Background: an optimization exercise with open tools, aiming at small area, a short achievable clock period and few clock cycles per item. Do not read the settings as production practice.
At most, simulation tests tie the RTL to the original design; equivalence was not proved.

Design idct_top, start of the top module:
module idct_top (
    input clk,
    input rst,
    input in_valid,
    input signed [15:0] F_in,
    output in_ready,
    output reg [7:0] idct_out,
    output reg out_valid
);
Settings: LEC_CHECK=0, CAP_MARGIN=20, CORE_MARGIN=2, CORE_UTILIZATION=40, PLACE_DENSITY=0.6, SLEW_MARGIN=20; clock period 12.0 ns.
run.sh (not shown) runs the stock make flow with config.mk's settings and CLKGATE_MAP_FILE= SYNTH_SCRIPT=/design/flow/synth_recipe.tcl, a recipe that flattens the netlist after the stock synthesis.
Testbench counts at the start, summed over its fixed seeds: cycles 7,168, blocks 96.
Edit:
--- a/flow/design.v
+++ b/flow/design.v
@@ -26,39 +26,29 @@
     input in_v,
     input [2:0] k,
     input signed [15:0] x,
     output reg done,
     output [8*AW-1:0] acc_flat
 );
     wire [7:0] neg;
     wire [2:0] sel0, sel1, sel2, sel3;
     weight_matrix wm (.k(k), .neg(neg), .sel0(sel0), .sel1(sel1), .sel2(sel2), .sel3(sel3));
-    reg signed [23:0] X, x3, x5, x9, x11, x13;
-    reg [2:0] sel0a, sel1a, sel2a, sel3a, ka;
-    reg [7:0] nega;
-    reg va;
-    always @(posedge clk) begin
-        X   <= x;
-        x3  <= x + (x <<< 1);
-        x5  <= x + (x <<< 2);
-        x9  <= x + (x <<< 3);
-        x11 <= x + (x <<< 1) + (x <<< 3);
-        x13 <= x + (x <<< 2) + (x <<< 3);
-        sel0a <= sel0; sel1a <= sel1; sel2a <= sel2; sel3a <= sel3;
-        nega  <= neg;
-        ka    <= k;
-    end
+    wire signed [23:0] X   = x;
+    wire signed [23:0] x3  = X + (X <<< 1);
+    wire signed [23:0] x5  = X + (X <<< 2);
+    wire signed [23:0] x9  = X + (X <<< 3);
+    wire signed [23:0] x45 = x5 + (x5 <<< 3);
     wire signed [23:0] m50  = (x3 <<< 4) + (X <<< 1);
     wire signed [23:0] m98  = (x3 <<< 5) + (X <<< 1);
     wire signed [23:0] m142 = (x9 <<< 4) - (X <<< 1);
-    wire signed [23:0] m181 = (x11 <<< 4) + x5;
-    wire signed [23:0] m213 = (x13 <<< 4) + x5;
-    wire signed [23:0] m236 = (X <<< 8) - (x5 <<< 2);
+    wire signed [23:0] m181 = (x45 <<< 2) + X;
+    wire signed [23:0] m213 = m181 + (X <<< 5);
+    wire signed [23:0] m236 = ((X <<< 6) - x5) <<< 2;
     wire signed [23:0] m251 = (X <<< 8) - x5;
     function signed [23:0] pick;
         input [2:0] s;
         begin
             case (s)
                 3'd0: pick = m181;
                 3'd1: pick = m251;
                 3'd2: pick = m213;
                 3'd3: pick = m142;
@@ -66,34 +56,32 @@
                 3'd5: pick = m236;
                 default: pick = m98;
             endcase
         end
     endfunction
     reg signed [23:0] p0, p1, p2, p3;
     reg [7:0] neg1;
     reg clr1, last1, v1;
     always @(posedge clk) begin
-        p0 <= pick(sel0a);
-        p1 <= pick(sel1a);
-        p2 <= pick(sel2a);
-        p3 <= pick(sel3a);
-        neg1  <= nega;
-        clr1  <= (ka == 3'd0);
-        last1 <= (ka == 3'd7);
+        p0 <= pick(sel0);
+        p1 <= pick(sel1);
+        p2 <= pick(sel2);
+        p3 <= pick(sel3);
+        neg1  <= neg;
+        clr1  <= (k == 3'd0);
+        last1 <= (k == 3'd7);
     end
     always @(posedge clk or posedge rst) begin
         if (rst) begin
-            va   <= 1'b0;
             v1   <= 1'b0;
             done <= 1'b0;
         end else begin
-            va   <= in_v;
-            v1   <= va;
+            v1   <= in_v;
             done <= v1 & last1;
         end
     end
     wire signed [23:0] pl [0:7];
     assign pl[0] = p0; assign pl[1] = p1; assign pl[2] = p2; assign pl[3] = p3;
     assign pl[4] = p3; assign pl[5] = p2; assign pl[6] = p1; assign pl[7] = p0;
     genvar g;
     generate
         for (g = 0; g < 8; g = g + 1) begin : lane
@@ -284,19 +272,19 @@
                 psc <= psc + 3'd1;
                 if (psc == 3'd7) p_act <= 1'b0;
             end
         end
     end
     wire o_act;
     wire [5:0] oc;
     reg prm;
     wire [7:0] pdata;
-    wire ostart = r_act && rc == 6'd61;
+    wire ostart = r_act && rc == 6'd60;
     idct_fsm oseq (.clk(clk), .rst(rst), .start(ostart), .busy(o_act), .cnt(oc));
     row_buffer #(.W(8)) pbuf (
         .clk(clk),
         .write_enable(p_act),
         .wr_index(pwm ? {psy, psc} : {psc, psy}),
         .data_in(psr[7:0]),
         .rd_index(prm ? {oc[2:0], oc[5:3]} : oc),
         .data_out(pdata)
     );
Effect: Core utilization came out higher by 0.12 points; clock-buffer cell count is lower by 31; register-to-register slack got worse by 3.7 ns; setup slack got worse by 3.7 ns; sequential cell count fell by 234; die area shrinks by 6.2%.
Function not checked in the second run of this note: the RTL went through the layout flow alone.

static timing again, ports no longer ideal:
How much do the figures lean on ideal ports? The routed layouts below were timed once more, with nothing changed but the port constraints.
Step 1 sets driving cells, clkbuf_16 on the clock port and buf_2 on the other inputs (assumed; they add their load-dependent delay and slew).
Step 2, shift: input delay + t, output delay - t, t = (earliest + latest rising clock arrival at the registers) / 2. This alone moves slack from input paths to output paths.
Three values: no drivers, after step 1, after step 2; two values: the first two.
| run | t, ns | setup WS [ns] | worst hold slack (ns) | worst register clock-pin slew, ns | worst data-port slew with drivers (ns) |
|---|---|---|---|---|---|
| the first run | 0.987 | 6.557 / 6.557 / 6.557 | 0.322 / 0.322 / 0.322 | 0.07 / 0.07 | 0.04 |
| the second run | 0.985 | 2.878 / 2.878 / 2.878 | 0.348 / 0.348 / 0.348 | 0.07 / 0.07 | 0.11 |
After both steps setup and hold are still met in every run listed.
